This design comes from an exercise in tuning for small area and a short achievable clock period on the open sky130 flow, not from production work. RTL that was checked went through simulation tests only; none was proved equivalent to the original. Function not checked in run 6: the RTL went through the layout flow alone. No activity file was given, so power comes from the tool's default toggle rates.

--- flow/run.sh ---
#!/bin/bash
# Standard synthesis, then the standard layout steps with plain buffers on
# the ports and a larger setup repair margin, so that repair_timing works
# towards a shorter period than the clock's.
set -e
bash standard.sh synth > synth.log 2>&1
export SETUP_SLACK_MARGIN=${MARGIN:-7.6}
export BUFFER_PORTS_ARGS="-buffer_cell sky130_fd_sc_hd__buf_2"
bash standard.sh finish > layout.log 2>&1
--- standard.sh ---
#!/bin/bash
# synth_recipe.tcl (not shown) runs the flow's synth.tcl, then flattens the netlist and writes it again
# the make line also repeats each setting of config.mk as NAME=value (left out here)
make -C /OpenROAD-flow-scripts/flow DESIGN_CONFIG=/design/flow/config.mk WORK_HOME=/design/flow/orfs CLKGATE_MAP_FILE= SYNTH_SCRIPT=/design/flow/synth_recipe.tcl "${@:-finish}"
--- config.mk ---
export PLATFORM = sky130hd
export DESIGN_NAME = final_top
export DESIGN_NICKNAME = final_top
export VERILOG_FILES = /design/flow/design.v
export SDC_FILE = /design/flow/constraint.sdc
export NUM_CORES = 4
export LEC_CHECK = 0
export ABC_AREA = 1
export CAP_MARGIN = 40
export CORE_MARGIN = 2
export CORE_UTILIZATION = 60
export CTS_CLUSTER_DIAMETER = 80
export CTS_CLUSTER_SIZE = 24
export SLEW_MARGIN = 30
export SYNTH_HIERARCHICAL = 1
--- constraint.sdc ---
create_clock -name core_clock -period 11.0 [get_ports {clk}]
set_input_delay 2.2000 -clock core_clock [delete_from_list [all_inputs] [get_ports {clk}]]
set_output_delay 2.2000 -clock core_clock [all_outputs]
set_load 0.01 [all_outputs]
--- design.v ---
module final_top (clk,reset,data1,data2,data3,data4,data5,data6,data7,data8,data9,data10,data11,data12,data13,data14,data15,data16,wr1,wr2,wr3,wr4,wr5,wr6,wr7,wr8,wr9,wr10,wr11,wr12,wr13,wr14,wr15,wr16,datao1,datao2,datao3,datao4,datao5,datao6,datao7,datao8,datao9,datao10,datao11,datao12,datao13,datao14,datao15,datao16);
input clk, reset;
input [7:0] data1,data2,data3,data4,data5,data6,data7,data8,data9,data10,data11,data12,data13,data14,data15,data16;
input wr1,wr2,wr3,wr4,wr5,wr6,wr7,wr8,wr9,wr10,wr11,wr12,wr13,wr14,wr15,wr16;
output [7:0] datao1,datao2,datao3,datao4,datao5,datao6,datao7,datao8,datao9,datao10,datao11,datao12,datao13,datao14,datao15,datao16;
wire [127:0] din = {data16,data15,data14,data13,data12,data11,data10,data9,data8,data7,data6,data5,data4,data3,data2,data1};
wire [15:0] wrv = {wr16,wr15,wr14,wr13,wr12,wr11,wr10,wr9,wr8,wr7,wr6,wr5,wr4,wr3,wr2,wr1};
wire [127:0] dout;
assign datao1 = dout[7:0];
assign datao2 = dout[15:8];
assign datao3 = dout[23:16];
assign datao4 = dout[31:24];
assign datao5 = dout[39:32];
assign datao6 = dout[47:40];
assign datao7 = dout[55:48];
assign datao8 = dout[63:56];
assign datao9 = dout[71:64];
assign datao10 = dout[79:72];
assign datao11 = dout[87:80];
assign datao12 = dout[95:88];
assign datao13 = dout[103:96];
assign datao14 = dout[111:104];
assign datao15 = dout[119:112];
assign datao16 = dout[127:120];
reg [3:0] c;
always @(posedge clk or negedge reset)
  if (!reset) c <= 4'd0;
  else        c <= c + 4'd1;
wire [143:0] g;      
genvar j;
generate for (j = 0; j < 16; j = j + 1) begin : q
  reg  [7:0] e [0:6];
  reg  [2:0] n;
  reg        pop;
  wire [7:0] d  = din[8*j+7:8*j];
  wire       w  = wrv[j];
  wire [2:0] m  = n - {2'd0, pop};    
  wire [7:0] en [0:6];                
  genvar k;
  for (k = 0; k < 7; k = k + 1) begin : s
    wire ld = (m <= k);
    wire sh = pop & ~ld;
    wire hd = ~pop & ~ld;
    wire [7:0] nx = (k == 6) ? d : e[(k + 1) % 7];
    assign en[k] = ({8{ld}} & d) | ({8{sh}} & nx) | ({8{hd}} & e[k]);
    always @(posedge clk)
      e[k] <= en[k];
  end
  wire       byp = (m == 3'd0);
  wire [7:0] hn  = en[0];             
  wire [3:0] want = c + 4'd1 - j;
  wire       mn  = (~byp | w) & (hn[3:0] == want);
  assign g[9*j+8:9*j] = {mn, hn};
  always @(posedge clk or negedge reset)
    if (!reset) begin
      n <= 3'd0; pop <= 1'b0;
    end else begin
      n   <= m + {2'd0, w};
      pop <= mn;
    end
end endgenerate
wire [79:0] z0, z1, z2, z3, z4;
genvar o;
generate for (o = 0; o < 16; o = o + 1) begin : r
  assign z0[5*o+4:5*o] = {g[9*((17 - o) % 16)+8:9*((17 - o) % 16)+4]};
  assign z1[5*o+4:5*o] = c[0] ? z0[5*((o + 15) % 16)+4:5*((o + 15) % 16)] : z0[5*o+4:5*o];
  assign z2[5*o+4:5*o] = c[1] ? z1[5*((o + 14) % 16)+4:5*((o + 14) % 16)] : z1[5*o+4:5*o];
  assign z3[5*o+4:5*o] = c[2] ? z2[5*((o + 12) % 16)+4:5*((o + 12) % 16)] : z2[5*o+4:5*o];
  assign z4[5*o+4:5*o] = c[3] ? z3[5*((o + 8) % 16)+4:5*((o + 8) % 16)] : z3[5*o+4:5*o];
  reg [3:0] hi;      
  always @(posedge clk or negedge reset)
    if (!reset) hi <= 4'd0;
    else        hi <= z4[5*o+3:5*o] & {4{z4[5*o+4]}};
  assign dout[8*o+7:8*o+4] = hi;
  genvar b;
  for (b = 0; b < 4; b = b + 1) begin : lo
    if (o & (1 << b)) begin : one
      obit f (.clk(clk), .reset(reset), .d(z4[5*o+4]), .q(dout[8*o+b]));
    end else begin : zero
      assign dout[8*o+b] = 1'b0;
    end
  end
end endgenerate
endmodule
module obit (clk, reset, d, q);
input clk, reset, d;
output q;
reg q;
always @(posedge clk or negedge reset)
  if (!reset) q <= 1'b0;
  else        q <= d;
endmodule
==> results of run 1 <==
==> worst max-delay path by stage <==
stage / endpoint / depth (start not counted)
after global placement: r[14].lo[1].one.f.q / 13
final: datao14[7] / 1
after detailed placement: r[14].hi[3] / 13
after floorplan: r[4].hi[0] / 12
after global routing: datao6[7] / 1
after CTS: datao14[7] / 1
==> routing by layer <==
layer / global-route usage [%] / wire length, um / vias up
met5: 0 / 74 / -
met4: 11.1 / 4630 / 10
met3: 5.17 / 10300 / 272
met2: 50.7 / 57300 / 1427
met1: 45.1 / 56800 / 18900
li1: - / - / 20000
==> cells in the final DEF (no fill, tap or decap), types with 3 or more instances in the layout <==
master	n
nand2_2	35
or2_1	4
nand4_1	83
inv_4	4
clkbuf_16	53
ha_1	69
xor2_1	15
clkbuf_1	23
dfrtp_1	132
nor2_2	35
dfxtp_1	896
buf_12	5
nand2_4	10
dfrtp_2	29
or2_2	15
buf_2	223
buf_4	57
nor2_1	413
a221o_1	14
conb_1	32
inv_6	3
xnor2_2	3
o211ai_1	419
nand3_2	75
inv_1	408
o21ai_0	8
clkinv_1	25
inv_2	34
nand3_1	706
nand3_4	7
xnor2_1	3
mux2i_1	56
mux2_2	15
dfrtp_4	3
buf_6	22
diode_2	4
a21oi_1	113
nand2_1	2011
o221ai_1	77
nor3_2	3
==> registers in the layout, summed over array words and instances, names as in the netlist <==
register and cells:
q.pop 16, q.n 48, c 4, r.lo.one.f.q 32, r.hi 64, q.e 896
==> worst reg2reg max path: cells and delay by family (launching register included) <==
kind / cells / cell delay (ns)
fa+ha+maj: 2 / 0.43
simple gates: 13 / 1.98
buf+inv: 2 / 0.30
flops: 1 / 0.53
==> where the power goes <==
| group | total (mW) | internal [mW] | switching [mW] |
|---|---|---|---|
| clock | 2.17 | 0.924 | 1.24 |
| sequential | 6.72 | 5.76 | 0.954 |
| combinational | 7.16 | 2.35 | 4.81 |
==> modules after synthesis (local to each module, per instance) <==
| module | flops+latches | times used | area, um2 | cells inside |
|---|---|---|---|---|
| obit | 1 | 32 | 25.0 | 1 |
| final_top | 1028 | 1 | 44600 | 5862 |
==> cell type report <==
| cell class | instances | share of cell area [%] |
|---|---|---|
| antenna | 4 | 0.0200 |
| multi-input combinational | 4229 | 42.7 |
| timing repair buffer | 315 | 4.11 |
| clock buffer | 76 | 2.83 |
| tap | 969 | 2.43 |
| sequential | 1060 | 44.2 |
| inverter | 474 | 3.60 |
| clock inverter | 6 | 0.155 |
==> what timing repair did <==
action,4_1_cts,5_1_grt
gates resized for setup,60,131
hold buffers,0,0
setup buffers,14,41
gates cloned,2,0
endpoints found under the hold margin,0,0
pin swaps,16,52
setup endpoints to repair,235,285
==> kinds of logic (layout without fill, tap and decap cells) <==
group	Yosys count	after routing
buf+inv	636	871
simple gates	3399	3399
compound gates	633	633
flops	1060	1060
xor+xnor	23	23
other cells	1	36
fa+ha+maj	70	70
mux	72	72
==> key figures, run 1 <==
STA
  • Worst slew pin tran: 0.829 ns
  • Max Slew Vio Count: 0
  • Setup TNS: 0 ns
  • Fmax: 286 MHz
  • RSZ-0062 raised after global routing: yes
  • Final setup violation count: 0
  • Final WS setup: 7.50 ns
  • WHS: ~0.44 ns
  • Final Hold Violating Endpoints: 0
  • Minimum clock period: around 3.5 ns
  • Slew margin rel.: 44.5%
  • Final Cycle Share: between 30% and 40%
  • Clock Skews: 0.0187 ns

Synthesis
  • Flops & latches, synth: 1060
  • Largest family of logic cells by synthesized area: simple AND/OR/NAND/NOR gates
  • Top cell type's share of synthesized area: between 30% and 40%
  • Mux contribution to synthesized area: 1.63%
  • Synth warn: 24
  • Synth Area in Compound Gates: between 10% and 20%
  • Yosys top cell by area: dfxtp_1
  • Post-synthesis adder-cell area fraction: 1.93%
  • Post-synth EDFFs: 0
  • Most frequent cell after synthesis: nand2_1
  • Simple-gate share of the synthesized area: between 30% and 40%
  • Synth top area cells: dfxtp_1, nand2_1, dfrtp_1, nand3_1, o211ai_1
  • Post-synth ARST share: 15.5%
  • Netlist Area Pre-Place: roughly 0.045 mm2
  • Cells after Synth: 5894
  • Predominant post-synthesis flop cell: dfxtp_1
  • Commonest cells in the netlist: nand2_1, dfxtp_1, nand3_1, nor2_1, inv_1
  • Netlist cell types: 36
  • Post-synthesis xor/xnor area fraction: less than 1%
  • Sequential area share after synthesis: 48.5%
  • Mean Syn Cell Area: between 7 and 8 um2

Power and ir drop
  • Leakage power: 23.0 nW
  • Power, Total: 16.0 mW
  • Pwr per Cell Area: 321 mW/mm2
  • VDD IR-drop max: between 0.0002 and 0.00025 V

Floorplanning
  • Number of I/O pins: 274
  • Die footprint: 0.0779 mm2
  • Chip Height: roughly 280 um
  • Core area: 0.0747 mm2
  • Die Width: approximately 280 um
  • Rows: 100
  • Initial core utilization: 60.8%

CTS
  • CTS Root Cell: clkbuf_16
  • CTS tree: yes
  • Reg clk slew, reported paths: 0.10 ns
  • Worst-Skew Late Latency: 0.64 ns
  • Longest Clk Path Bufs: 3
  • Htree depth: 2
  • Clk sinks: approximately 1100
  • TritonCTS Buffers: 51

Layout
  • Register area: about 0.022 mm2
  • Multi-input logic area: 0.0213 mm2
  • # nets final: ~6300
  • Final std cells w/o fill: 7133
  • Share of cells above drive strength 1: 10.6%
  • Area Overhead vs Synth: 10.0%
  • Fin util: 66.9%
  • Fin area: 0.0500 mm2
  • Fill count: between 6000 and 7000

Critical path
  • CP endpoint kind: output port
  • Crit path max fanout: 1
  • CP Cell Sequence: buf_6
  • Setup crit start: r[13].hi[3]
  • Worst Path Required: 8.80 ns
  • CP arrival: 1.30 ns
  • Crit path launch type: register
  • Standard cell with the maximum stage delay on the critical path: dfrtp_2
  • Crit path buf inv count: 1
  • R2R Setup Slk: 7.71 ns
  • Worst R2R Path Depth: 17
  • Slowest Stage Delay on Critical Path: 0.49 ns
  • Worst r2r dst: r[1].hi[1]
  • Critical path class: register to output port
  • Delay-heaviest family, CP: flip-flops
  • RR Startpoint: q[9].pop

Drt
  • Via Count: 40600
  • Mean routed wirelength per cell: 18.1 um
  • Initial DRC count: 3987
  • DR vias/cell: between 5 and 6
  • Final WL: 129000 um
  • First-pass iteration count of the detailed router: 8
  • # DRC: 0
  • ANT nets after route: 0

Global route
  • Initial antenna violation count: 10
  • Grt total ovfl: 0
  • Vias in the first global route: 37100
  • First-pass GRT wire length: 202000 um
  • Pin count of the biggest net entering global routing: 63
  • Gr usage total: roughly a third

Placed design
  • HPWL after DPL: 95300 um
  • Dpl ws: approximately 6.6 ns
  • DP Area: 0.0473 mm2
  • Placed insts: 6988
  • Routability cong.: 0.963
  • Quantity of I/O buffers inserted on ports: 241

Run status
  • Status: timing/DRC/antenna clean

Flow run
  • Max Cap Viol: 0

Hold path
  • Worst Hold Depth: 2
  • HP Class: register to register
  • WHS Endpoint: q[4].e[4][0]
  • Hold Path Origin: q[4].e[5][0]
==> inputs of run 2 (changes only) <==
--- a/flow/run.sh
+++ b/flow/run.sh
@@ -4,6 +4,6 @@
 # towards a shorter period than the clock's.
 set -e
 bash standard.sh synth > synth.log 2>&1
-export SETUP_SLACK_MARGIN=${MARGIN:-7.6}
+export SETUP_SLACK_MARGIN=${MARGIN:-7.7}
 export BUFFER_PORTS_ARGS="-buffer_cell sky130_fd_sc_hd__buf_2"
 bash standard.sh finish > layout.log 2>&1
==> run 2 against run 1 <==
  * Sequential share of layout area down 0.72 points
  * Count of clock-buffer cells in the layout up 6
  * Global-route usage about the same
  * Routed wire length up 0.65%
==> key figures, run 2 <==
Global route
  • Gr usage total: 32.3% (was 32.2%)
  • Pin count of the biggest net entering global routing: 87 (was 63)
  • Vias in the first global route: 36700 (was 37100)
  • Initial antenna violation count: 3 (was 10)
  • First-pass GRT wire length: 202000 um (about the same)
  • Grt total ovfl: 0 (unchanged)

Critical path
  • R2R Setup Slk: 7.77 ns (was 7.71 ns)
  • Worst R2R Path Depth: 14 (was 17)
  • Delay-heaviest family, CP: flip-flops (unchanged)
  • CP Cell Sequence: buf_2 (was buf_6)
  • Crit path launch type: register (unchanged)
  • CP arrival: 1.28 ns (was 1.30 ns)
  • Crit path max fanout: 1 (unchanged)
  • Levels on crit path: 1 (unchanged)
  • Slowest Stage Delay on Critical Path: 0.46 ns (was 0.49 ns)
  • CP endpoint kind: output port (unchanged)
  • Critical path class: register to output port (unchanged)
  • Worst Path Required: 8.80 ns (about the same)
  • Standard cell with the maximum stage delay on the critical path: dfrtp_1 (was dfrtp_2)
  • Crit path buf inv count: 1 (unchanged)

Drt
  • Via Count: 40900 (was 40600)
  • ANT nets after route: 0 (unchanged)
  • Initial DRC count: 3770 (was 3987)
  • DR vias/cell: 5.71 (was 5.70)
  • Mean routed wirelength per cell: 18.2 um (was 18.1 um)
  • Final WL: 130000 um (was 129000 um)
  • # DRC: 0 (unchanged)
  • First-pass iteration count of the detailed router: 6 (was 8)

STA
  • Final Cycle Share: 31.6% (was 31.8%)
  • RSZ-0062 raised after global routing: yes (unchanged)
  • WHS: 0.454 ns (was 0.444 ns)
  • Final setup violation count: 0 (unchanged)
  • Setup TNS: 0 ns (unchanged)
  • Final Hold Violating Endpoints: 0 (unchanged)
  • Worst slew pin tran: 0.983 ns (was 0.829 ns)
  • Fmax: 288 MHz (was 286 MHz)
  • Minimum clock period: 3.48 ns (was 3.50 ns)
  • Max Slew Vio Count: 0 (unchanged)
  • Slew margin rel.: 34.5% (was 44.5%)
  • Clock Skews: 0.0260 ns (was 0.0187 ns)

Floorplanning
  • Number of I/O pins: 274 (unchanged)
  • Die footprint: 0.0779 mm2 (unchanged)
  • Chip Height: 279 um (unchanged)
  • Die Width: 279 um (unchanged)
  • Initial core utilization: 60.8% (unchanged)
  • Rows: 100 (unchanged)
  • Core area: 0.0747 mm2 (unchanged)

Synthesis
  • Netlist cell types: 36 (unchanged)
  • Post-synth ARST share: 15.5% (unchanged)
  • Cells after Synth: 5894 (unchanged)
  • Predominant post-synthesis flop cell: dfxtp_1 (unchanged)
  • Netlist Area Pre-Place: 0.0454 mm2 (unchanged)
  • Mean Syn Cell Area: 7.71 um2 (unchanged)
  • Flops & latches, synth: 1060 (unchanged)
  • Sequential area share after synthesis: 48.5% (unchanged)
  • Post-synth EDFFs: 0 (unchanged)
  • Commonest cells in the netlist: nand2_1, dfxtp_1, nand3_1, nor2_1, inv_1 (unchanged)
  • Synth top area cells: dfxtp_1, nand2_1, dfrtp_1, nand3_1, o211ai_1 (unchanged)
  • Top cell type's share of synthesized area: 39.5% (unchanged)
  • Synth warn: 24 (unchanged)
  • Yosys top cell by area: dfxtp_1 (unchanged)
  • Most frequent cell after synthesis: nand2_1 (unchanged)

Layout
  • Commonest non-fill, non-tap cell in the layout: nand2_1 (unchanged)
  • Share of cells above drive strength 1: 12.4% (was 10.6%)
  • Top Registers: q.e (896), r.hi (64), q.n (48) (unchanged)
  • Area Overhead vs Synth: 11.8% (was 10.0%)
  • Most frequent cells in the layout: nand2_1, dfxtp_1, nand3_1 (unchanged)
  • Max reg flops: 896 (unchanged)
  • Top reg by flops: q.e (unchanged)
  • Fill count: 6495 (was 6583)
  • # nets final: 6369 (was 6347)

Flow run
  • Max Cap Viol: 0 (unchanged)

Placed design
  • HPWL after DPL: 96400 um (was 95300 um)
  • Quantity of I/O buffers inserted on ports: 241 (unchanged)
  • Routability cong.: 0.944 (was 0.963)

Run status
  • Status: timing/DRC/antenna clean (unchanged)

CTS
  • Clk sinks: 1060 (unchanged)
  • CTS tree: yes (unchanged)
  • Cts hold-fix bufs: 0 (unchanged)
  • CTS Root Cell: clkbuf_16 (unchanged)
  • Worst-Skew Late Latency: 0.65 ns (was 0.64 ns)
  • TritonCTS Buffers: 51 (unchanged)
  • Reg clk slew, reported paths: 0.10 ns (about the same)
  • Htree depth: 2 (unchanged)
  • Longest Clk Path Bufs: 3 (unchanged)

Power and ir drop
  • VDD IR-drop max: 0.000186 V (was 0.000203 V)
  • Pwr per Cell Area: 320 mW/mm2 (was 321 mW/mm2)
  • Leakage power: 23.3 nW (was 23.0 nW)

Hold path
  • HP Class: register to register (unchanged)
  • Worst Hold Depth: 2 (unchanged)
-- run 2: cell counts after synthesis --
No cell type changed its count.
-- run 2: path summary, 6_finish.rpt --
| check | to | start |
|---|---|---|
| setup / recovery | datao3[1] | r[2].lo[1].one.f.q |
| hold / removal | q[13].e[5][7] | q[13].e[6][7] |
| setup reg to reg | r[15].lo[0].one.f.q | c[1] |
| hold reg to reg | q[13].e[5][7] | q[13].e[6][7] |
| max in group asynchronous | q[6].pop | reset |
| min in group asynchronous | q[4].n[0] | reset |
-- run 2: layout make-up --
type | instances | area (um2) | area share, %
repair buffers | 337 | 2250 | 4.42
diodes | 1 | 2.50 | 0.00493
clock inverters | 4 | 46.3 | 0.0912
flip-flops and latches | 1060 | 22100 | 43.5
inverters | 474 | 1860 | 3.67
well taps | 969 | 1210 | 2.39
multi-input cells | 4229 | 21900 | 43.1
clock buffers | 82 | 1450 | 2.85
-- run 2: tightest hold or removal path, cell delays in order, from the launching register on --
cell     delay, ns
dfxtp_1       0.33
nand2_1       0.05
nand3_1       0.05
-- run 2: Yosys stat by module, one instance, submodules excluded --
module	copies in the design	cells inside
obit	32	1
final_top	1	5862
-- run 2: what timing repair did --
| item | CTS | global route |
|---|---|---|
| pin swaps | 26 | 109 |
| setup buffers | 23 | 57 |
| gates cloned | 0 | 0 |
| resized for setup | 83 | 229 |
| setup endpoints to repair | 202 | 277 |
-- run 2: logic make-up after synthesis --
group,after synthesis,synth area share (%)
AOI/OAI and AO/OA,633,10.1
xor gates and xnor gates,23,0.510
adders and majority gates,70,1.93
buffers and inverters,636,5.75
DFF,1060,48.5
muxes,72,1.63
other,1,0.00826
and+or+nand+nor,3399,31.6
-- run 2: layer usage --
layer,part of all wire [%],global-route usage [%]
met1,45,46.3
met2,43,48.6
met3,8.2,5.86
met4,3.7,11.7
met5,0.042,0.500
-- run 2: power breakdown --
group          internal (mW)  leakage, nW  switching, mW  total [mW]
sequential              5.76         9.67          0.952        6.71
combinational           2.47         12.9           4.92        7.39
clock                  0.915        0.716           1.25        2.16
-- run 2: per-stage QoR --
step / setup WS (ns) / instances / util (%) / total power, mW / cell area, um2
after CTS: 7.52 / 7097 / 66.1 / 15.8 / 49400
final: 7.52 / 7156 / 68.0 / 16.3 / 50800
after global placement: 6.92 / 6984 / 63.4 / 13.4 / 47400
after detailed placement: 6.86 / 6988 / 63.5 / 13.6 / 47400
after floorplan: 7.68 / 5925 / - / 11.6 / 45700
after global routing: 7.51 / 7156 / 68.0 / 17.5 / 50800
==> inputs of run 3 (changes only) <==
--- a/design.v
+++ b/design.v
@@ -38,7 +38,7 @@
   wire [7:0] en [0:6];                
   genvar k;
   for (k = 0; k < 7; k = k + 1) begin : s
-    wire ld = (m <= k);
+    wire ld = (m == k);
     wire sh = pop & ~ld;
     wire hd = ~pop & ~ld;
     wire [7:0] nx = (k == 6) ? d : e[(k + 1) % 7];
==> flow/run.sh (replaced) <==
#!/bin/bash
# Standard synthesis, then the standard layout steps with plain buffers on
# the ports and a larger setup repair margin, so that repair_timing works
# towards a shorter period than the clock's. After global placement the
# flip-flops that drive output ports are moved next to their port buffers.
set -e
bash standard.sh synth > synth.log 2>&1
export SETUP_SLACK_MARGIN=${MARGIN:-7.6}
export BUFFER_PORTS_ARGS="-buffer_cell sky130_fd_sc_hd__buf_2"
RES=$PWD/orfs/results/$FLOW_PLATFORM/final_top/base
bash standard.sh $RES/3_3_place_gp.odb > place_gp.log 2>&1
ODB=$RES/3_3_place_gp.odb STEP=${STEP:-6000} openroad -no_init -exit flow/move_oregs.tcl > move_oregs.log 2>&1
touch $RES/3_3_place_gp.odb
bash standard.sh finish > layout.log 2>&1
==> flow/move_oregs.tcl (new file) <==
# Move each flip-flop that drives an output port's buffer next to that
# buffer, so that the flip-flop's output wire is short. Detailed placement
# legalizes the moved cells afterwards.
read_db $::env(ODB)
set block [ord::get_db_block]
set moved 0
foreach bt [$block getBTerms] {
  if {[$bt getIoType] ne "OUTPUT"} { continue }
  set net [$bt getNet]
  if {$net eq "NULL"} { continue }
  set buf ""
  foreach it [$net getITerms] {
    if {[$it isOutputSignal]} { set buf [$it getInst] }
  }
  if {$buf eq ""} { continue }
  set ff ""
  foreach it [$buf getITerms] {
    if {[$it isInputSignal] && [$it getNet] ne "NULL"} {
      foreach it2 [[$it getNet] getITerms] {
        if {[$it2 isOutputSignal]} { set ff [$it2 getInst] }
      }
    }
  }
  if {$ff eq "" || ![string match "*df*" [[$ff getMaster] getName]]} { continue }
  lassign [$buf getLocation] bx by
  set bb [$bt getBBox]
  set px [$bb xMin]; set py [$bb yMin]
  # step a little from the buffer towards the core centre
  set die [$block getDieArea]
  set cx [expr {([$die xMin] + [$die xMax]) / 2}]
  set cy [expr {([$die yMin] + [$die yMax]) / 2}]
  set dx [expr {$cx - $bx}]; set dy [expr {$cy - $by}]
  set len [expr {sqrt($dx*$dx + $dy*$dy)}]
  if {$len > 0} {
    set nx [expr {int($bx + $dx / $len * $::env(STEP))}]
    set ny [expr {int($by + $dy / $len * $::env(STEP))}]
  } else { set nx $bx; set ny $by }
  $ff setLocation $nx $ny
  incr moved
}
puts "moved $moved flip-flops"
write_db $::env(ODB)
==> run 3 against run 2 <==
  * Sequential power down 3.3%
  * Clock skew up 0.0041 ns
  * Count of clock-buffer cells in the layout down 1
  * Non-clock buffer count up 9
  * Power up 1.8%
  * Worst setup slack better by 0.0081 ns
  * Synthesized cell count down 3.4%
  * Sequential share of layout area down 0.32 points
  * Critical path type is now primary input to register
==> key figures, run 3 <==
Run status
  • Status: timing/DRC/antenna clean (unchanged)

Global route
  • Pin count of the biggest net entering global routing: 81 (was 87)
  • Grt total ovfl: 0 (unchanged)
  • Initial antenna violation count: 8 (was 3)
  • Vias in the first global route: 38000 (was 36700)
  • Gr usage total: 32.5% (was 32.3%)
  • First-pass GRT wire length: 207000 um (was 202000 um)

CTS
  • TritonCTS Buffers: 52 (was 51)
  • Longest Clk Path Bufs: 3 (unchanged)
  • Cts hold-fix bufs: 0 (unchanged)
  • CTS Root Cell: clkbuf_16 (unchanged)
  • Clk sinks: 1060 (unchanged)
  • Reg clk slew, reported paths: 0.10 ns (about the same)
  • CTS tree: yes (unchanged)
  • Htree depth: 2 (unchanged)
  • Worst-Skew Late Latency: 0.67 ns (was 0.65 ns)

STA
  • Final setup violation count: 0 (unchanged)
  • Fmax: 288 MHz (about the same)
  • Clock Skews: 0.0301 ns (was 0.0260 ns)
  • Setup TNS: 0 ns (unchanged)
  • Final Cycle Share: 31.5% (was 31.6%)
  • Minimum clock period: 3.47 ns (was 3.48 ns)
  • Worst slew pin tran: 0.773 ns (was 0.983 ns)
  • Max Slew Vio Count: 0 (unchanged)
  • RSZ-0062 raised after global routing: yes (unchanged)
  • Slew margin rel.: 48.5% (was 34.5%)
  • Final Hold Violating Endpoints: 0 (unchanged)

Layout
  • Area Overhead vs Synth: 10.7% (was 11.8%)
  • # nets final: 6143 (was 6369)
  • Max reg flops: 896 (unchanged)
  • Share of cells above drive strength 1: 12.2% (was 12.4%)
  • Top Registers: q.e (896), r.hi (64), q.n (48) (unchanged)
  • Commonest non-fill, non-tap cell in the layout: nand2_1 (unchanged)
  • Top reg by flops: q.e (unchanged)
  • Most frequent cells in the layout: nand2_1, dfxtp_1, inv_1 (was nand2_1, dfxtp_1, nand3_1)

Synthesis
  • Flops & latches, synth: 1060 (unchanged)
  • Cells after Synth: 5692 (was 5894)
  • Most frequent cell after synthesis: nand2_1 (unchanged)
  • Yosys top cell by area: dfxtp_1 (unchanged)
  • Synth top area cells: dfxtp_1, nand2_1, dfrtp_1, o211ai_1, nand3_1 (was dfxtp_1, nand2_1, dfrtp_1, nand3_1, o211ai_1)
  • Netlist cell types: 35 (was 36)
  • Predominant post-synthesis flop cell: dfxtp_1 (unchanged)
  • Top cell type's share of synthesized area: 38.8% (was 39.5%)
  • Sequential area share after synthesis: 47.7% (was 48.5%)
  • Mean Syn Cell Area: 8.12 um2 (was 7.71 um2)
  • Post-synth ARST share: 15.5% (unchanged)
  • Netlist Area Pre-Place: 0.0462 mm2 (was 0.0454 mm2)
  • Post-synth EDFFs: 0 (unchanged)
  • Commonest cells in the netlist: nand2_1, dfxtp_1, inv_1, nand3_1, o211ai_1 (was nand2_1, dfxtp_1, nand3_1, nor2_1, inv_1)
  • Synth warn: 24 (unchanged)

Drt
  • # DRC: 0 (unchanged)
  • Initial DRC count: 3238 (was 3770)
  • First-pass iteration count of the detailed router: 5 (was 6)
  • Final WL: 132000 um (was 130000 um)
  • DR vias/cell: 5.81 (was 5.71)
  • ANT nets after route: 0 (unchanged)
  • Via Count: 40700 (was 40900)
  • Mean routed wirelength per cell: 18.8 um (was 18.2 um)

Power and ir drop
  • Pwr per Cell Area: 324 mW/mm2 (was 320 mW/mm2)
  • VDD IR-drop max: 0.000198 V (was 0.000186 V)
  • Leakage power: 23.2 nW (was 23.3 nW)
  • Power, Total: 16.6 mW (was 16.3 mW)

Placed design
  • Routability cong.: 0.933 (was 0.944)
  • Quantity of I/O buffers inserted on ports: 241 (unchanged)
  • HPWL after DPL: 97800 um (was 96400 um)

Floorplanning
  • Chip Height: 282 um (was 279 um)
  • Number of I/O pins: 274 (unchanged)
  • Die Width: 282 um (was 279 um)
  • Die footprint: 0.0793 mm2 (was 0.0779 mm2)
  • Core area: 0.0761 mm2 (was 0.0747 mm2)
  • Initial core utilization: 60.7% (was 60.8%)
  • Rows: 101 (was 100)

Critical path
  • Crit path buf inv count: 2 (was 1)
  • Crit path launch type: primary input (was register)
  • Worst Path Required: 11.56 ns (was 8.80 ns)
  • CP endpoint kind: register (was output port)
  • Critical path class: primary input to register (was register to output port)
  • Delay-heaviest family, CP: multiplexers (was flip-flops)
  • Crit path max fanout: 6 (was 1)
  • Standard cell with the maximum stage delay on the critical path: o211ai_1 (was dfrtp_1)
  • Slowest Stage Delay on Critical Path: 0.50 ns (was 0.46 ns)
  • CP Cell Sequence: buf_2, inv_1, o211ai_1, mux2i_1, mux2i_1, nand2_1, nand3_1, nand2_1, nor2_2 (was buf_2)
  • CP arrival: 4.03 ns (was 1.28 ns)

Hold path
  • HP Class: register to register (unchanged)

Flow run
  • Max Cap Viol: 0 (unchanged)
run 3: cell types whose count changed in the layout (fill, tap and decap cells not counted), sizes merged, moves of 15 or more:
cell,previous run,this run
nor2,449,278
o211ai,419,402
nand2,2056,1671
a21oi,113,36
nand3,788,652
mux2,15,0
o221ai,77,296
mux2i,57,113
o21ai,9,150
inv,448,627
run 3: logic make-up after synthesis:
family / Yosys count / share of synthesized area (%)
other: 1 / 0.00811
DFF: 1060 / 47.7
adders and majority gates: 70 / 1.90
buffers and inverters: 838 / 7.36
xor gates and xnor gates: 19 / 0.441
muxes: 113 / 2.45
AOI/OAI and AO/OA: 888 / 14.2
and+or+nand+nor: 2703 / 25.9
run 3: final cells by class:
cell class,count,area (um2)
Fill cell,6608,24900
Inverter,642,2420
Clock buffer,81,1440
Sequential cell,1060,22100
Multi-Input combinational cell,3825,21400
Clock inverter,9,95.1
Tap cell,1030,1290
Timing Repair Buffer,346,2410
Antenna cell,3,7.51
run 3: tightest hold or removal path, cell delays in order, from the launching register on:
cell and delay [ns]:
dfxtp_1 0.33, nand2_1 0.05, o221ai_1 0.05
run 3: final timing paths:
kind | startpoint | end | slack, ns | depth (start not counted)
min in group asynchronous | reset | q[10].pop | 1.45 | 1
min reg2reg | q[2].e[4][0] | q[2].e[3][0] | 0.45 | 2
min | q[2].e[4][0] | q[2].e[3][0] | 0.45 | 2
max reg2reg | c[0] | r[13].hi[2] | 7.69 | 14
max | data1[5] | r[14].hi[1] | 7.53 | 9
max in group asynchronous | reset | r[1].hi[0] | 7.98 | 4
run 3: through the flow:
step	cell area [um2]	std cells	setup WS [ns]	hold slack, ns	utilization [%]
floorplan	46300	5723	7.71	0.436	-
global placement	48000	6819	6.73	0.443	63.1
detailed placement	48100	6822	6.46	0.446	63.2
CTS	50300	6954	7.58	0.461	66.1
global route	51100	6994	7.56	0.478	67.2
finish	51100	6996	7.53	0.455	67.2
run 3: routing by layer:
metal / vias up / GRT usage, % / wire length (um)
met3: 275 / 6.28 / 9470
met5: - / 0 / 26
met4: 4 / 11.8 / 5070
li1: 19800 / - / -
met1: 19400 / 42.3 / 55400
met2: 1225 / 53.6 / 61800
run 3: report_power, final:
part | internal, mW | total (mW) | switching (mW)
clock | 0.925 | 2.20 | 1.27
combinational | 2.65 | 7.88 | 5.23
sequential | 5.72 | 6.49 | 0.766
run 3: per-module statistics from Yosys, one instance, submodules excluded:
module | cells inside | times used | cell area (um2)
final_top | 5660 | 1 | 45400
obit | 1 | 32 | 25.0
run 3: timing repair:
| item | CTS | global route |
|---|---|---|
| endpoints found under the setup margin | 117 | 132 |
| cloned | 2 | 1 |
| resized for setup | 73 | 127 |
| pin swaps | 30 | 49 |
| buffers inserted | 40 | 37 |
==> inputs of run 4 (changes only) <==
--- a/flow/run.sh
+++ b/flow/run.sh
@@ -5,7 +5,7 @@
 # flip-flops that drive output ports are moved next to their port buffers.
 set -e
 bash standard.sh synth > synth.log 2>&1
-export SETUP_SLACK_MARGIN=${MARGIN:-7.6}
+export SETUP_SLACK_MARGIN=${MARGIN:-7.8}
 export BUFFER_PORTS_ARGS="-buffer_cell sky130_fd_sc_hd__buf_2"
 RES=$PWD/orfs/results/$FLOW_PLATFORM/final_top/base
 bash standard.sh $RES/3_3_place_gp.odb > place_gp.log 2>&1
==> run 4 against run 3 <==
  * First-iteration DRC count is 4.8% higher
  * Via count up 1.1%
  * Still clean on timing, DRC and antenna
  * Critical path type is now register to output port
  * Utilization grew 3.5 points
==> key figures, run 4 <==
Drt
  • DR vias/cell: 5.80 (was 5.81)
  • ANT nets after route: 0 (unchanged)
  • First-pass iteration count of the detailed router: 7 (was 5)
  • Via Count: 41100 (was 40700)
  • Final WL: 135000 um (was 132000 um)
  • # DRC: 0 (unchanged)
  • Initial DRC count: 3393 (was 3238)
  • Mean routed wirelength per cell: 19.0 um (was 18.8 um)

CTS
  • CTS tree: yes (unchanged)
  • Cts hold-fix bufs: 0 (unchanged)
  • TritonCTS Buffers: 51 (was 52)
  • Htree depth: 2 (unchanged)
  • Clk sinks: 1060 (unchanged)
  • CTS Root Cell: clkbuf_16 (unchanged)
  • Longest Clk Path Bufs: 3 (unchanged)
  • Worst-Skew Late Latency: 0.66 ns (was 0.67 ns)
  • Reg clk slew, reported paths: 0.10 ns (about the same)

Synthesis
  • Netlist Area Pre-Place: 0.0462 mm2 (unchanged)
  • Synth warn: 24 (unchanged)
  • Sequential area share after synthesis: 47.7% (unchanged)
  • Post-synth ARST share: 15.5% (unchanged)
  • Netlist cell types: 35 (unchanged)
  • Yosys top cell by area: dfxtp_1 (unchanged)
  • Commonest cells in the netlist: nand2_1, dfxtp_1, inv_1, nand3_1, o211ai_1 (unchanged)
  • Flops & latches, synth: 1060 (unchanged)
  • Synth top area cells: dfxtp_1, nand2_1, dfrtp_1, o211ai_1, nand3_1 (unchanged)
  • Mean Syn Cell Area: 8.12 um2 (unchanged)
  • Predominant post-synthesis flop cell: dfxtp_1 (unchanged)
  • Cells after Synth: 5692 (unchanged)
  • Post-synth EDFFs: 0 (unchanged)
  • Top cell type's share of synthesized area: 38.8% (unchanged)
  • Most frequent cell after synthesis: nand2_1 (unchanged)

STA
  • Max Slew Vio Count: 0 (unchanged)
  • Minimum clock period: 3.40 ns (was 3.47 ns)
  • Final setup violation count: 0 (unchanged)
  • Final Hold Violating Endpoints: 0 (unchanged)
  • Slew margin rel.: 47.0% (was 48.5%)
  • Worst slew pin tran: 0.796 ns (was 0.773 ns)
  • RSZ-0062 raised after global routing: yes (unchanged)
  • Final Cycle Share: 30.9% (was 31.5%)
  • Setup TNS: 0 ns (unchanged)
  • Fmax: 294 MHz (was 288 MHz)
  • WHS: 0.467 ns (was 0.455 ns)
  • Clock Skews: 0.0386 ns (was 0.0301 ns)

Power and ir drop
  • Net Sw Power: 7.60 mW (was 7.27 mW)
  • Pwr per Cell Area: 322 mW/mm2 (was 324 mW/mm2)
  • Pint: 9.73 mW (was 9.30 mW)
  • Leakage power: 24.2 nW (was 23.2 nW)
  • Power share of the sequential group: 37.4% (was 39.2%)
  • VDD IR-drop max: 0.000186 V (was 0.000198 V)
  • Clock power frac: 12.5% (was 13.3%)
  • Combinational Power Share: 50.1% (was 47.6%)
  • Switching power share of the total: 43.8% (was 43.9%)

Placed design
  • Quantity of I/O buffers inserted on ports: 241 (unchanged)
  • HPWL after DPL: 96000 um (was 97800 um)
  • Routability cong.: 0.964 (was 0.933)

Critical path
  • CP Cell Sequence: buf_6 (was buf_2, inv_1, o211ai_1, mux2i_1, mux2i_1, nand2_1, nand3_1, nand2_1, nor2_2)
  • Worst Path Required: 8.80 ns (was 11.56 ns)
  • CP endpoint kind: output port (was register)
  • R2R Setup Slk: 7.81 ns (was 7.69 ns)
  • Delay-heaviest family, CP: flip-flops (was multiplexers)
  • Worst R2R Path Depth: 20 (was 14)
  • Crit path max fanout: 1 (was 6)
  • Worst r2r dst: r[2].hi[2] (was r[13].hi[2])
  • Crit path launch type: register (was primary input)
  • Slowest Stage Delay on Critical Path: 0.41 ns (was 0.50 ns)
  • Crit path buf inv count: 1 (was 2)
  • Critical path class: register to output port (was primary input to register)
  • Standard cell with the maximum stage delay on the critical path: dfrtp_1 (was o211ai_1)
  • RR Startpoint: c[2] (was c[0])
  • CP arrival: 1.20 ns (was 4.03 ns)
  • Setup crit start: r[0].hi[3] (was data1[5])

Global route
  • Grt total ovfl: 0 (unchanged)
  • Initial antenna violation count: 6 (was 8)
  • Pin count of the biggest net entering global routing: 82 (was 81)
  • Gr usage total: 32.1% (was 32.5%)
  • Vias in the first global route: 38100 (was 38000)
  • First-pass GRT wire length: 205000 um (was 207000 um)

Run status
  • Status: timing/DRC/antenna clean (unchanged)

Floorplanning
  • Rows: 101 (unchanged)
  • Die footprint: 0.0793 mm2 (unchanged)
  • Initial core utilization: 60.7% (unchanged)
  • Chip Height: 282 um (unchanged)
  • Number of I/O pins: 274 (unchanged)
  • Core area: 0.0761 mm2 (unchanged)
  • Die Width: 282 um (unchanged)

Layout
  • Fill count: 6242 (was 6608)
  • Most frequent cells in the layout: nand2_1, dfxtp_1, inv_1 (unchanged)
  • Register area: 0.0221 mm2 (about the same)
  • Top reg by flops: q.e (unchanged)
  • Multi-input logic area: 0.0231 mm2 (was 0.0214 mm2)
  • Area Overhead vs Synth: 16.4% (was 10.7%)
  • Max reg flops: 896 (unchanged)
  • Fin util: 70.7% (was 67.2%)
  • # nets final: 6233 (was 6143)
  • Share of cells above drive strength 1: 18.2% (was 12.2%)
  • Top Registers: q.e (896), r.hi (64), q.n (48) (unchanged)
  • Commonest non-fill, non-tap cell in the layout: nand2_1 (unchanged)

Hold path
  • HP Class: register to register (unchanged)
  • Hold Path Origin: q[4].e[4][1] (was q[2].e[4][0])
  • WHS Endpoint: q[4].e[3][1] (was q[2].e[3][0])
  • Worst Hold Depth: 2 (unchanged)

Flow run
  • Max Cap Viol: 0 (unchanged)
==> run 4: cell count changes in the layout (fill, tap and decap cells not counted), moves of 35 or more <==
cell | previous run | this run
buf_6 | 34 | 71
nand3_2 | 78 | 163
nand3_1 | 556 | 442
nand3_4 | 18 | 53
buf_2 | 210 | 168
nand2_2 | 22 | 89
buf_4 | 89 | 167
nand2_1 | 1628 | 1533
==> run 4: repair_timing <==
action | in CTS | in global routing
setup buffers | 87 | 72
pin swaps | 74 | 173
resized for setup | 151 | 399
gates cloned | 1 | 8
setup endpoints to repair | 196 | 192
==> run 4: metrics by stage <==
step | std cells | area [um2] | power [mW] | setup WS [ns]
3_3_place_gp | 6818 | 48500 | 13.7 | 6.48
2_1_floorplan | 5723 | 46800 | 11.9 | 7.75
5_1_grt | 7083 | 53800 | 18.6 | 7.57
4_1_cts | 7000 | 51400 | 16.5 | 7.57
3_5_place_dp | 6824 | 48600 | 13.9 | 6.58
6_report | 7085 | 53800 | 17.3 | 7.60
==> run 4: worst reg2reg max path, cell delays in order (launching register included) <==
cell     delay, ns
dfrtp_4       0.54
inv_4         0.13
buf_12        0.19
nand2_1       0.11
nand2_4       0.09
ha_2          0.19
inv_1         0.08
a21oi_2       0.15
inv_1         0.05
nand2_1       0.14
nand2_4       0.14
nand4_1       0.11
nand2_1       0.06
nor2_2        0.12
nand4_1       0.18
buf_4         0.21
nand3_2       0.08
nand3_2       0.10
nand3_2       0.12
nand2_4       0.10
nor2_2        0.19
==> run 4: how the worst max path moves through the flow <==
stage	endpoint	slack, ns	cells after the start
after floorplan	r[11].lo[0].one.f.q	7.75	10
after global placement	r[8].hi[0]	6.48	17
after detailed placement	r[0].hi[0]	6.58	9
after CTS	datao1[7]	7.57	1
after global routing	datao1[7]	7.57	1
final	datao1[7]	7.60	1
==> run 4: layout make-up <==
class,instances,area share (%)
antenna,3,0.0140
clock buffer,83,2.69
clock inverter,5,0.123
inverter,642,4.55
multi-input combinational,3831,42.9
sequential,1060,41.0
tap,1030,2.40
timing repair buffer,431,6.30
==> run 4: logic make-up (layout without fill, tap and decap cells) <==
kind of cell | Yosys count | in the layout | share of synthesized area [%]
muxes | 113 | 113 | 2.45
DFF | 1060 | 1060 | 47.7
other | 1 | 35 | 0.00811
xor gates and xnor gates | 19 | 19 | 0.441
buffers and inverters | 838 | 1161 | 7.36
AOI/OAI and AO/OA | 888 | 888 | 14.2
adders and majority gates | 70 | 70 | 1.90
and+or+nand+nor | 2703 | 2709 | 25.9
==> run 4: modules after synthesis (local to each module, per instance) <==
module	cells inside	area, um2
final_top	5660	45400
obit	1	25.0
==> run 4: layer usage <==
layer	track usage [%]	vias up	part of all wire, %
met5	0	-	0.025
met2	53.1	1302	47
met3	5.22	326	6.3
li1	-	20000	-
met4	12.5	6	4.3
met1	42.3	19500	43
==> run 4: power groups by stage <==
| stage | Combinational [mW] | Clock [mW] | Sequential, mW |
|---|---|---|---|
| 6_report | 8.68 | 2.17 | 6.48 |
| 4_1_cts | 7.84 | 2.20 | 6.46 |
| 5_1_grt | 9.63 | 2.35 | 6.65 |
| 3_3_place_gp | 7.17 | 0 | 6.53 |
| 3_5_place_dp | 7.43 | 0 | 6.52 |
| 2_1_floorplan | 5.58 | 0 | 6.35 |
==> inputs of run 5 (changes only) <==
--- a/design.v
+++ b/design.v
@@ -38,7 +38,7 @@
   wire [7:0] en [0:6];                
   genvar k;
   for (k = 0; k < 7; k = k + 1) begin : s
-    wire ld = (m == k);
+    wire ld = (m <= k);
     wire sh = pop & ~ld;
     wire hd = ~pop & ~ld;
     wire [7:0] nx = (k == 6) ? d : e[(k + 1) % 7];
--- a/flow/run.sh
+++ b/flow/run.sh
@@ -5,7 +5,7 @@
 # flip-flops that drive output ports are moved next to their port buffers.
 set -e
 bash standard.sh synth > synth.log 2>&1
-export SETUP_SLACK_MARGIN=${MARGIN:-7.8}
+export SETUP_SLACK_MARGIN=${MARGIN:-7.5}
 export BUFFER_PORTS_ARGS="-buffer_cell sky130_fd_sc_hd__buf_2"
 RES=$PWD/orfs/results/$FLOW_PLATFORM/final_top/base
 bash standard.sh $RES/3_3_place_gp.odb > place_gp.log 2>&1
==> run 5 against run 4 <==
  * First-iteration DRC count grew 11%
  * Sequential power grew 3%
  * Utilization shrank 3.7 points
  * Count of clock-buffer cells in the layout shrank 2
  * Combinational power shrank 15%
  * Cell count grew 0.49%
  * Sequential cell count is the same
  * Sequential share of layout area grew 3.0 points
  * Via count shrank 1.2%
==> key figures, run 5 <==
Synthesis
  • Most frequent cell after synthesis: nand2_1 (unchanged)
  • Netlist Area Pre-Place: 0.0454 mm2 (was 0.0462 mm2)
  • Sequential area share after synthesis: 48.5% (was 47.7%)
  • Cells after Synth: 5894 (was 5692)
  • Post-synth EDFFs: 0 (unchanged)
  • Yosys top cell by area: dfxtp_1 (unchanged)
  • Netlist cell types: 36 (was 35)
  • Synth Area in Compound Gates: 10.1% (was 14.2%)
  • Synth top area cells: dfxtp_1, nand2_1, dfrtp_1, nand3_1, o211ai_1 (was dfxtp_1, nand2_1, dfrtp_1, o211ai_1, nand3_1)
  • Synth warn: 24 (unchanged)
  • Post-synthesis adder-cell area fraction: 1.93% (was 1.90%)
  • Top cell type's share of synthesized area: 39.5% (was 38.8%)
  • Flops & latches, synth: 1060 (unchanged)
  • Post-synth ARST share: 15.5% (unchanged)
  • Predominant post-synthesis flop cell: dfxtp_1 (unchanged)
  • Largest family of logic cells by synthesized area: simple AND/OR/NAND/NOR gates (unchanged)
  • Mux contribution to synthesized area: 1.63% (was 2.45%)
  • Simple-gate share of the synthesized area: 31.6% (was 25.9%)
  • Mean Syn Cell Area: 7.71 um2 (was 8.12 um2)
  • Commonest cells in the netlist: nand2_1, dfxtp_1, nand3_1, nor2_1, inv_1 (was nand2_1, dfxtp_1, inv_1, nand3_1, o211ai_1)
  • Post-synthesis xor/xnor area fraction: 0.510% (was 0.441%)

Flow run
  • Max Cap Viol: 0 (unchanged)

Drt
  • Final WL: 131000 um (was 135000 um)
  • Mean routed wirelength per cell: 18.4 um (was 19.0 um)
  • DR vias/cell: 5.71 (was 5.80)
  • Via Count: 40600 (was 41100)
  • Initial DRC count: 3755 (was 3393)
  • ANT nets after route: 0 (unchanged)
  • # DRC: 0 (unchanged)
  • First-pass iteration count of the detailed router: 7 (unchanged)

Run status
  • Status: timing/DRC/antenna clean (unchanged)

Global route
  • Pin count of the biggest net entering global routing: 82 (unchanged)
  • First-pass GRT wire length: 208000 um (was 205000 um)
  • Grt total ovfl: 0 (unchanged)
  • Initial antenna violation count: 10 (was 6)
  • Gr usage total: 33.0% (was 32.1%)
  • Vias in the first global route: 38000 (was 38100)

Layout
  • Area Overhead vs Synth: 10.3% (was 16.4%)
  • Max reg flops: 896 (unchanged)
  • # nets final: 6324 (was 6233)
  • Top reg by flops: q.e (unchanged)
  • Most frequent cells in the layout: nand2_1, dfxtp_1, nand3_1 (was nand2_1, dfxtp_1, inv_1)
  • Top Registers: q.e (896), r.hi (64), q.n (48) (unchanged)
  • Final std cells w/o fill: 7120 (was 7085)
  • Commonest non-fill, non-tap cell in the layout: nand2_1 (unchanged)
  • Share of cells above drive strength 1: 10.7% (was 18.2%)

STA
  • Clock Skews: 0.0310 ns (was 0.0386 ns)
  • Worst slew pin tran: 0.826 ns (was 0.796 ns)
  • Setup TNS: 0 ns (unchanged)
  • Final setup violation count: 0 (unchanged)
  • Max Slew Vio Count: 0 (unchanged)
  • Fmax: 286 MHz (was 294 MHz)
  • Final Cycle Share: 31.8% (was 30.9%)
  • Slew margin rel.: 44.7% (was 47.0%)
  • Minimum clock period: 3.49 ns (was 3.40 ns)
  • RSZ-0062 raised after global routing: yes (unchanged)
  • Final Hold Violating Endpoints: 0 (unchanged)

Hold path
  • HP Class: register to register (unchanged)

Power and ir drop
  • VDD IR-drop max: 0.000201 V (was 0.000186 V)
  • Combinational Power Share: 45.3% (was 50.1%)
  • Net Sw Power: 7.14 mW (was 7.60 mW)
  • Leakage power: 22.9 nW (was 24.2 nW)
  • Pint: 9.07 mW (was 9.73 mW)
  • Power share of the sequential group: 41.1% (was 37.4%)
  • Switching power share of the total: 44.0% (was 43.8%)
  • Pwr per Cell Area: 323 mW/mm2 (was 322 mW/mm2)
  • Clock power frac: 13.6% (was 12.5%)

CTS
  • Reg clk slew, reported paths: 0.10 ns (about the same)
  • Worst-Skew Late Latency: 0.64 ns (was 0.66 ns)
  • CTS Root Cell: clkbuf_16 (unchanged)
  • CTS tree: yes (unchanged)
  • Clk sinks: 1060 (unchanged)
  • Longest Clk Path Bufs: 3 (unchanged)
  • Htree depth: 2 (unchanged)
  • Cts hold-fix bufs: 0 (unchanged)
  • TritonCTS Buffers: 51 (unchanged)

Critical path
  • CP arrival: 4.03 ns (was 1.20 ns)
  • Crit path max fanout: 5 (was 1)
  • Critical path class: primary input to register (was register to output port)
  • Crit path launch type: primary input (was register)
  • CP endpoint kind: register (was output port)
  • Worst Path Required: 11.54 ns (was 8.80 ns)

Floorplanning
  • Chip Height: 279 um (was 282 um)
  • Rows: 100 (was 101)
  • Initial core utilization: 60.8% (was 60.7%)
  • Die Width: 279 um (was 282 um)
  • Number of I/O pins: 274 (unchanged)
  • Core area: 0.0747 mm2 (was 0.0761 mm2)
  • Die footprint: 0.0779 mm2 (was 0.0793 mm2)

Placed design
  • Routability cong.: 0.958 (was 0.964)
  • Quantity of I/O buffers inserted on ports: 241 (unchanged)
  • HPWL after DPL: 98700 um (was 96000 um)
  • Placed insts: 6994 (was 6824)
run 5: changes by cell type after synthesis, moves of 16 or more:
cell      previous run  this run
a21oi_1             36       113
clkbuf_1            83        67
inv_1              586       427
mux2i_1            113        57
nand2_1           1634      2031
nand2_4             17         0
nand3_1            581       746
nand3_2             70        41
nor2_1             183       431
nor2_2              94        17
o211ai_1           402       419
o21ai_0            150         9
o221ai_1           296        77
run 5: path summary, 6_finish.rpt:
| kind | startpoint | endpoint | slack, ns | cells after the start |
|---|---|---|---|---|
| setup / recovery | data12[3] | r[10].hi[3] | 7.51 | 15 |
| hold / removal | q[13].e[3][2] | q[13].e[2][2] | 0.46 | 2 |
| setup reg to reg | c[1] | r[15].hi[3] | 7.59 | 16 |
| min in group asynchronous | reset | r[11].hi[3] | 1.49 | 1 |
| hold reg to reg | q[13].e[3][2] | q[13].e[2][2] | 0.46 | 2 |
| max in group asynchronous | reset | q[9].pop | 8.39 | 3 |
run 5: stage by stage:
step	hold WS, ns	instance area (um2)	setup slack [ns]	power (mW)	util (%)
global route	0.483	50100	7.42	17.5	67.1
CTS	0.461	49500	7.44	16.0	66.2
finish	0.458	50100	7.51	16.2	67.1
global placement	0.434	47200	6.68	13.4	63.2
floorplan	0.425	45500	7.60	11.6	-
detailed placement	0.441	47300	6.42	13.6	63.4
run 5: metal layers:
metal	part of all wire, %	track usage, %
met1	45	46.1
met2	45	52.5
met3	6.7	4.61
met4	3.7	11.3
met5	0.037	0
run 5: what timing repair did:
item	4_1_cts	5_1_grt
cloned	1	0
resized for setup	113	130
setup endpoints to repair	96	117
hold endpoints to repair	0	0
pin swaps	10	35
setup buffers	12	16
run 5: area by class of cell:
type	instances	area [um2]
clock inverters	8	98.8
fillers	6505	24600
flip-flops and latches	1060	22100
repair buffers	292	1770
diodes	7	17.5
clock buffers	81	1460
inverters	474	1790
multi-input cells	4229	21700
well taps	969	1210
run 5: modules after synthesis (local to each module, per instance):
module / area [um2] / cells / flip-flops and latches
obit: 25.0 / 1 / 1
final_top: 44600 / 5862 / 1028
run 5: power groups by stage:
stage / Clock, mW / Combinational, mW / Sequential (mW)
after detailed placement: 0 / 6.92 / 6.70
after global placement: 0 / 6.68 / 6.72
final: 2.20 / 7.34 / 6.67
after global routing: 2.38 / 8.22 / 6.86
after floorplan: 0 / 5.09 / 6.47
after CTS: 2.24 / 7.08 / 6.64
run 5: logic make-up (layout without fill, tap and decap cells):
kind of cell               count (synthesis)  in the layout
DFF                                     1060           1060
other                                      1             39
adders and majority gates                 70             70
AOI/OAI and AO/OA                        633            633
muxes                                     72             72
xor gates and xnor gates                  23             23
and+or+nand+nor                         3399           3399
buffers and inverters                    636            855
run 5: worst max-delay path: stages:
cell     delay [ns]
buf_2          0.11
inv_1          0.12
nor2_1         0.09
nand2_1        0.10
nand3_1        0.10
nand2_1        0.08
nand2_1        0.07
nor2_2         0.15
nand4_1        0.11
buf_4          0.18
nand3_1        0.10
nand3_1        0.13
nand3_1        0.12
nand2_2        0.14
nor2_2         0.22
==> inputs of run 6 (changes only) <==
--- a/design.v
+++ b/design.v
@@ -23,9 +23,15 @@
 assign datao15 = dout[119:112];
 assign datao16 = dout[127:120];
 reg [3:0] c;
+reg [3:0] ca, cb;
 always @(posedge clk or negedge reset)
-  if (!reset) c <= 4'd0;
-  else        c <= c + 4'd1;
+  if (!reset) begin
+    c <= 4'd0; ca <= 4'b0001; cb <= 4'b0001;
+  end else begin
+    c  <= c + 4'd1;
+    ca <= {ca[2:0], ca[3]};
+    cb <= (c[1:0] == 2'd3) ? {cb[2:0], cb[3]} : cb;
+  end
 wire [143:0] g;      
 genvar j;
 generate for (j = 0; j < 16; j = j + 1) begin : q
@@ -38,7 +44,7 @@
   wire [7:0] en [0:6];                
   genvar k;
   for (k = 0; k < 7; k = k + 1) begin : s
-    wire ld = (m <= k);
+    wire ld = (m == k);
     wire sh = pop & ~ld;
     wire hd = ~pop & ~ld;
     wire [7:0] nx = (k == 6) ? d : e[(k + 1) % 7];
@@ -59,14 +65,18 @@
       pop <= mn;
     end
 end endgenerate
-wire [79:0] z0, z1, z2, z3, z4;
+wire [79:0] z0, z2, z4;
 genvar o;
 generate for (o = 0; o < 16; o = o + 1) begin : r
   assign z0[5*o+4:5*o] = {g[9*((17 - o) % 16)+8:9*((17 - o) % 16)+4]};
-  assign z1[5*o+4:5*o] = c[0] ? z0[5*((o + 15) % 16)+4:5*((o + 15) % 16)] : z0[5*o+4:5*o];
-  assign z2[5*o+4:5*o] = c[1] ? z1[5*((o + 14) % 16)+4:5*((o + 14) % 16)] : z1[5*o+4:5*o];
-  assign z3[5*o+4:5*o] = c[2] ? z2[5*((o + 12) % 16)+4:5*((o + 12) % 16)] : z2[5*o+4:5*o];
-  assign z4[5*o+4:5*o] = c[3] ? z3[5*((o + 8) % 16)+4:5*((o + 8) % 16)] : z3[5*o+4:5*o];
+  assign z2[5*o+4:5*o] = ({5{ca[0]}} & z0[5*o+4:5*o])
+                       | ({5{ca[1]}} & z0[5*((o + 15) % 16)+4:5*((o + 15) % 16)])
+                       | ({5{ca[2]}} & z0[5*((o + 14) % 16)+4:5*((o + 14) % 16)])
+                       | ({5{ca[3]}} & z0[5*((o + 13) % 16)+4:5*((o + 13) % 16)]);
+  assign z4[5*o+4:5*o] = ({5{cb[0]}} & z2[5*o+4:5*o])
+                       | ({5{cb[1]}} & z2[5*((o + 12) % 16)+4:5*((o + 12) % 16)])
+                       | ({5{cb[2]}} & z2[5*((o + 8) % 16)+4:5*((o + 8) % 16)])
+                       | ({5{cb[3]}} & z2[5*((o + 4) % 16)+4:5*((o + 4) % 16)]);
   reg [3:0] hi;      
   always @(posedge clk or negedge reset)
     if (!reset) hi <= 4'd0;
--- a/flow/run.sh
+++ b/flow/run.sh
@@ -5,7 +5,7 @@
 # flip-flops that drive output ports are moved next to their port buffers.
 set -e
 bash standard.sh synth > synth.log 2>&1
-export SETUP_SLACK_MARGIN=${MARGIN:-7.5}
+export SETUP_SLACK_MARGIN=${MARGIN:-7.6}
 export BUFFER_PORTS_ARGS="-buffer_cell sky130_fd_sc_hd__buf_2"
 RES=$PWD/orfs/results/$FLOW_PLATFORM/final_top/base
 bash standard.sh $RES/3_3_place_gp.odb > place_gp.log 2>&1
==> run 6 against run 5 <==
  * Clock skew down 0.0068 ns
  * Utilization up 0.092 points
  * Die area up 3.2%
  * Combinational power down 2%
  * Hold slack better by 0.012 ns
  * Highest routed layer unchanged
  * Area after synthesis up 3.3%
  * Critical path depth down 3
  * Clock power about the same
==> key figures, run 6 <==
Synthesis
  • Mean Syn Cell Area: 7.84 um2 (was 7.71 um2)
  • Synth Area in Compound Gates: 16.9% (was 10.1%)
  • Netlist Area Pre-Place: 0.0469 mm2 (was 0.0454 mm2)
  • Synth warn: 24 (unchanged)
  • Yosys top cell by area: dfxtp_1 (unchanged)
  • Post-synth EDFFs: 0 (unchanged)
  • Post-synthesis xor/xnor area fraction: 0.395% (was 0.510%)
  • Top cell type's share of synthesized area: 38.2% (was 39.5%)
  • Post-synthesis adder-cell area fraction: 1.92% (was 1.93%)
  • Most frequent cell after synthesis: nand2_1 (unchanged)
  • Sequential area share after synthesis: 47.4% (was 48.5%)
  • Largest family of logic cells by synthesized area: simple AND/OR/NAND/NOR gates (unchanged)
  • Commonest cells in the netlist: nand2_1, dfxtp_1, inv_1, nand3_1, nor2_1 (was nand2_1, dfxtp_1, nand3_1, nor2_1, inv_1)
  • Cells after Synth: 5984 (was 5894)
  • Mux contribution to synthesized area: 0% (was 1.63%)
  • Simple-gate share of the synthesized area: 25.1% (was 31.6%)
  • Synth top area cells: dfxtp_1, nand2_1, dfrtp_1, o221ai_1, o211ai_1 (was dfxtp_1, nand2_1, dfrtp_1, nand3_1, o211ai_1)
  • Flops & latches, synth: 1068 (was 1060)
  • Netlist cell types: 45 (was 36)
  • Post-synth ARST share: 16.1% (was 15.5%)
  • Predominant post-synthesis flop cell: dfxtp_1 (unchanged)

CTS
  • Clk sinks: 1068 (was 1060)
  • Reg clk slew, reported paths: 0.10 ns (about the same)
  • Longest Clk Path Bufs: 3 (unchanged)
  • CTS tree: yes (unchanged)
  • Cts hold-fix bufs: 0 (unchanged)
  • Worst-Skew Late Latency: 0.65 ns (was 0.64 ns)
  • Htree depth: 2 (unchanged)
  • TritonCTS Buffers: 52 (was 51)
  • CTS Root Cell: clkbuf_16 (unchanged)

Critical path
  • R2R Setup Slk: 7.69 ns (was 7.59 ns)
  • CP endpoint kind: register (unchanged)
  • Worst Path Required: 11.52 ns (was 11.54 ns)
  • CP arrival: 3.95 ns (was 4.03 ns)
  • Crit path max fanout: 5 (unchanged)
  • Crit path launch type: primary input (unchanged)
  • Critical path class: primary input to register (unchanged)

Layout
  • Fin area: 0.0520 mm2 (was 0.0501 mm2)
  • Register area: 0.0223 mm2 (was 0.0221 mm2)
  • # nets final: 6406 (was 6324)
  • Fill count: 6579 (was 6505)
  • Multi-input logic area: 0.0219 mm2 (was 0.0217 mm2)
  • Top reg by flops: q.e (unchanged)
  • Area Overhead vs Synth: 10.9% (was 10.3%)
  • Commonest non-fill, non-tap cell in the layout: nand2_1 (unchanged)
  • Top Registers: q.e (896), r.hi (64), q.n (48) (unchanged)
  • Max reg flops: 896 (unchanged)
  • Most frequent cells in the layout: nand2_1, dfxtp_1, inv_1 (was nand2_1, dfxtp_1, nand3_1)
  • Share of cells above drive strength 1: 12.4% (was 10.7%)

STA
  • Setup TNS: 0 ns (unchanged)
  • Final Hold Violating Endpoints: 0 (unchanged)
  • Max Slew Vio Count: 0 (unchanged)
  • Final setup violation count: 0 (unchanged)
  • Final Cycle Share: 31.2% (was 31.8%)
  • RSZ-0062 raised after global routing: yes (unchanged)
  • Slew margin rel.: 41.5% (was 44.7%)
  • Fmax: 292 MHz (was 286 MHz)
  • Minimum clock period: 3.43 ns (was 3.49 ns)
  • Clock Skews: 0.0242 ns (was 0.0310 ns)
  • Worst slew pin tran: 0.877 ns (was 0.826 ns)

Power and ir drop
  • Power, Total: 15.9 mW (was 16.2 mW)
  • VDD IR-drop max: 0.000191 V (was 0.000201 V)
  • Leakage power: 23.2 nW (was 22.9 nW)
  • Pwr per Cell Area: 305 mW/mm2 (was 323 mW/mm2)

Placed design
  • HPWL after DPL: 106000 um (was 98700 um)
  • DP Area: 0.0488 mm2 (was 0.0473 mm2)
  • Quantity of I/O buffers inserted on ports: 241 (unchanged)
  • Routability cong.: 1.02 (was 0.958)

Drt
  • ANT nets after route: 0 (unchanged)
  • Final WL: 144000 um (was 131000 um)
  • Initial DRC count: 4117 (was 3755)
  • DR vias/cell: 5.93 (was 5.71)
  • Via Count: 43100 (was 40600)
  • # DRC: 0 (unchanged)
  • Mean routed wirelength per cell: 19.7 um (was 18.4 um)
  • First-pass iteration count of the detailed router: 8 (was 7)

Global route
  • Grt total ovfl: 0 (unchanged)
  • Vias in the first global route: 40000 (was 38000)
  • Initial antenna violation count: 9 (was 10)
  • First-pass GRT wire length: 224000 um (was 208000 um)
  • Gr usage total: 34.4% (was 33.0%)
  • Pin count of the biggest net entering global routing: 98 (was 82)

Floorplanning
  • Die footprint: 0.0804 mm2 (was 0.0779 mm2)
  • Core area: 0.0775 mm2 (was 0.0747 mm2)
  • Die Width: 284 um (was 279 um)
  • Number of I/O pins: 274 (unchanged)
  • Initial core utilization: 60.5% (was 60.8%)
  • Rows: 102 (was 100)
  • Chip Height: 284 um (was 279 um)

Hold path
  • HP Class: register to register (unchanged)

Run status
  • Status: timing/DRC/antenna clean (unchanged)

Flow run
  • Max Cap Viol: 0 (unchanged)
[run 6: cell types whose count changed after synthesis, sizes merged, moves of 15 or more]
cell,previous run,this run
o211ai,419,357
o22ai,0,147
mux2i,57,0
clkbuf,67,114
nand2,2056,1725
mux2,15,0
nand3,788,441
o21ai,9,228
nor3,4,23
inv,448,735
o221ai,77,316
a21oi,113,47
nand4,83,104
[run 6: critical path, stage by stage]
cell and delay, ns:
buf_2 0.15, nand2_1 0.12, nand3_2 0.16, nand2_1 0.07, inv_1 0.13, nor2_4 0.07, nand4_1 0.16, nand2_1 0.11
o21ai_1 0.19, nand2_1 0.14, nor2_4 0.32, inv_2 0.13
[run 6: timing repair]
action,in CTS,in global routing
setup endpoints to repair,124,133
gates cloned,0,2
setup buffers,15,33
hold endpoints to repair,0,0
pin swaps,18,39
resized for setup,125,206
[run 6: kinds of logic after synthesis]
family | Yosys count
other cells | 1
fa+ha+maj | 72
simple gates | 2751
buf+inv | 959
xor+xnor | 19
compound gates | 1114
flops | 1068
[run 6: Yosys stat by module (local to each module, per instance)]
module	times used	area, um2	cells
final_top	1	46100	5952
obit	32	25.0	1
[run 6: area by class of cell]
class,count,share of cell area [%]
Sequential cell,1068,42.8
Antenna cell,2,0.00962
Timing Repair Buffer,324,4.06
Inverter,753,5.51
Multi-Input combinational cell,3989,42.1
Tap cell,1040,2.50
Clock inverter,8,0.200
Clock buffer,87,2.87
[run 6: per-stage QoR]
step	worst slack [ns]	hold slack [ns]	std cells	util (%)
5_1_grt	7.56	0.496	7269	67.2
6_report	7.57	0.470	7271	67.2
3_3_place_gp	6.64	0.444	7113	62.8
3_5_place_dp	6.36	0.449	7121	63.0
2_1_floorplan	7.61	0.352	6015	-
4_1_cts	7.58	0.473	7231	65.7
[run 6: final timing paths]
| check | start | end | cells after the start |
|---|---|---|---|
| setup reg to reg | q[13].pop | r[6].hi[2] | 18 |
| hold reg to reg | q[1].e[4][0] | q[1].e[3][0] | 2 |
| min in group asynchronous | reset | q[10].n[1] | 1 |
| max in group asynchronous | reset | r[9].hi[3] | 3 |
| hold / removal | q[1].e[4][0] | q[1].e[3][0] | 2 |
| setup / recovery | data1[1] | r[3].lo[1].one.f.q | 12 |
[run 6: power by group]
part / internal [mW] / total, mW / switching (mW)
clock network: 0.972 / 2.23 / 1.26
registers: 5.69 / 6.43 / 0.740
logic: 2.33 / 7.21 / 4.87
total: 8.99 / 15.9 / 6.88
[run 6: metal layers]
| layer | wire length [um] | GRT usage (%) | up-vias |
|---|---|---|---|
| li1 | - | - | 20600 |
| met1 | 62000 | 48.2 | 20400 |
| met2 | 63800 | 53.9 | 1768 |
| met3 | 11700 | 5.01 | 318 |
| met4 | 6010 | 13.6 | 4 |
| met5 | 27 | 0 | - |

==> what the ideal ports hide <==
How much do the figures lean on ideal ports? The routed layouts below were timed once more, with nothing changed but the port constraints.
Step 1 (the two cells are an assumption about what drives the block):
set clk [get_ports {clk}]
set_driving_cell -lib_cell sky130_fd_sc_hd__clkbuf_16 $clk
set_driving_cell -lib_cell sky130_fd_sc_hd__buf_2 [delete_from_list [all_inputs] $clk]
Step 2 times the ports against the registers' clock, not the clock port: input delays grow and output delays shrink by t, the midpoint of the rising clock arrivals with the driver on.
Three values: no drivers, after step 1, after step 2; two values: the first two.
run | shift t [ns] | setup slack, ns | hold WS [ns] | worst register clock-pin slew, ns | worst slew at a driven data input, ns
run 1 | 0.702 | 7.501 / 7.433 / 6.954 | 0.444 / 0.444 / 0.444 | 0.10 / 0.10 | 0.11
run 2 | 0.702 | 7.524 / 7.457 / 7.001 | 0.454 / 0.454 / 0.454 | 0.10 / 0.10 | 0.08
run 3 | 0.724 | 7.532 / 7.522 / 6.857 | 0.455 / 0.455 / 0.455 | 0.10 / 0.10 | 0.10
run 4 | 0.715 | 7.600 / 7.529 / 7.068 | 0.467 / 0.467 / 0.467 | 0.10 / 0.10 | 0.08
run 5 | 0.694 | 7.506 / 7.545 / 6.851 | 0.458 / 0.458 / 0.458 | 0.10 / 0.10 | 0.09
run 6 | 0.713 | 7.571 / 7.516 / 6.911 | 0.470 / 0.470 / 0.470 | 0.10 / 0.10 | 0.07
After both steps every run listed still meets setup and hold. For run 3, which loses most, drivers alone change the setup slack by -0.010 ns; drivers and shift together by -0.675 ns.
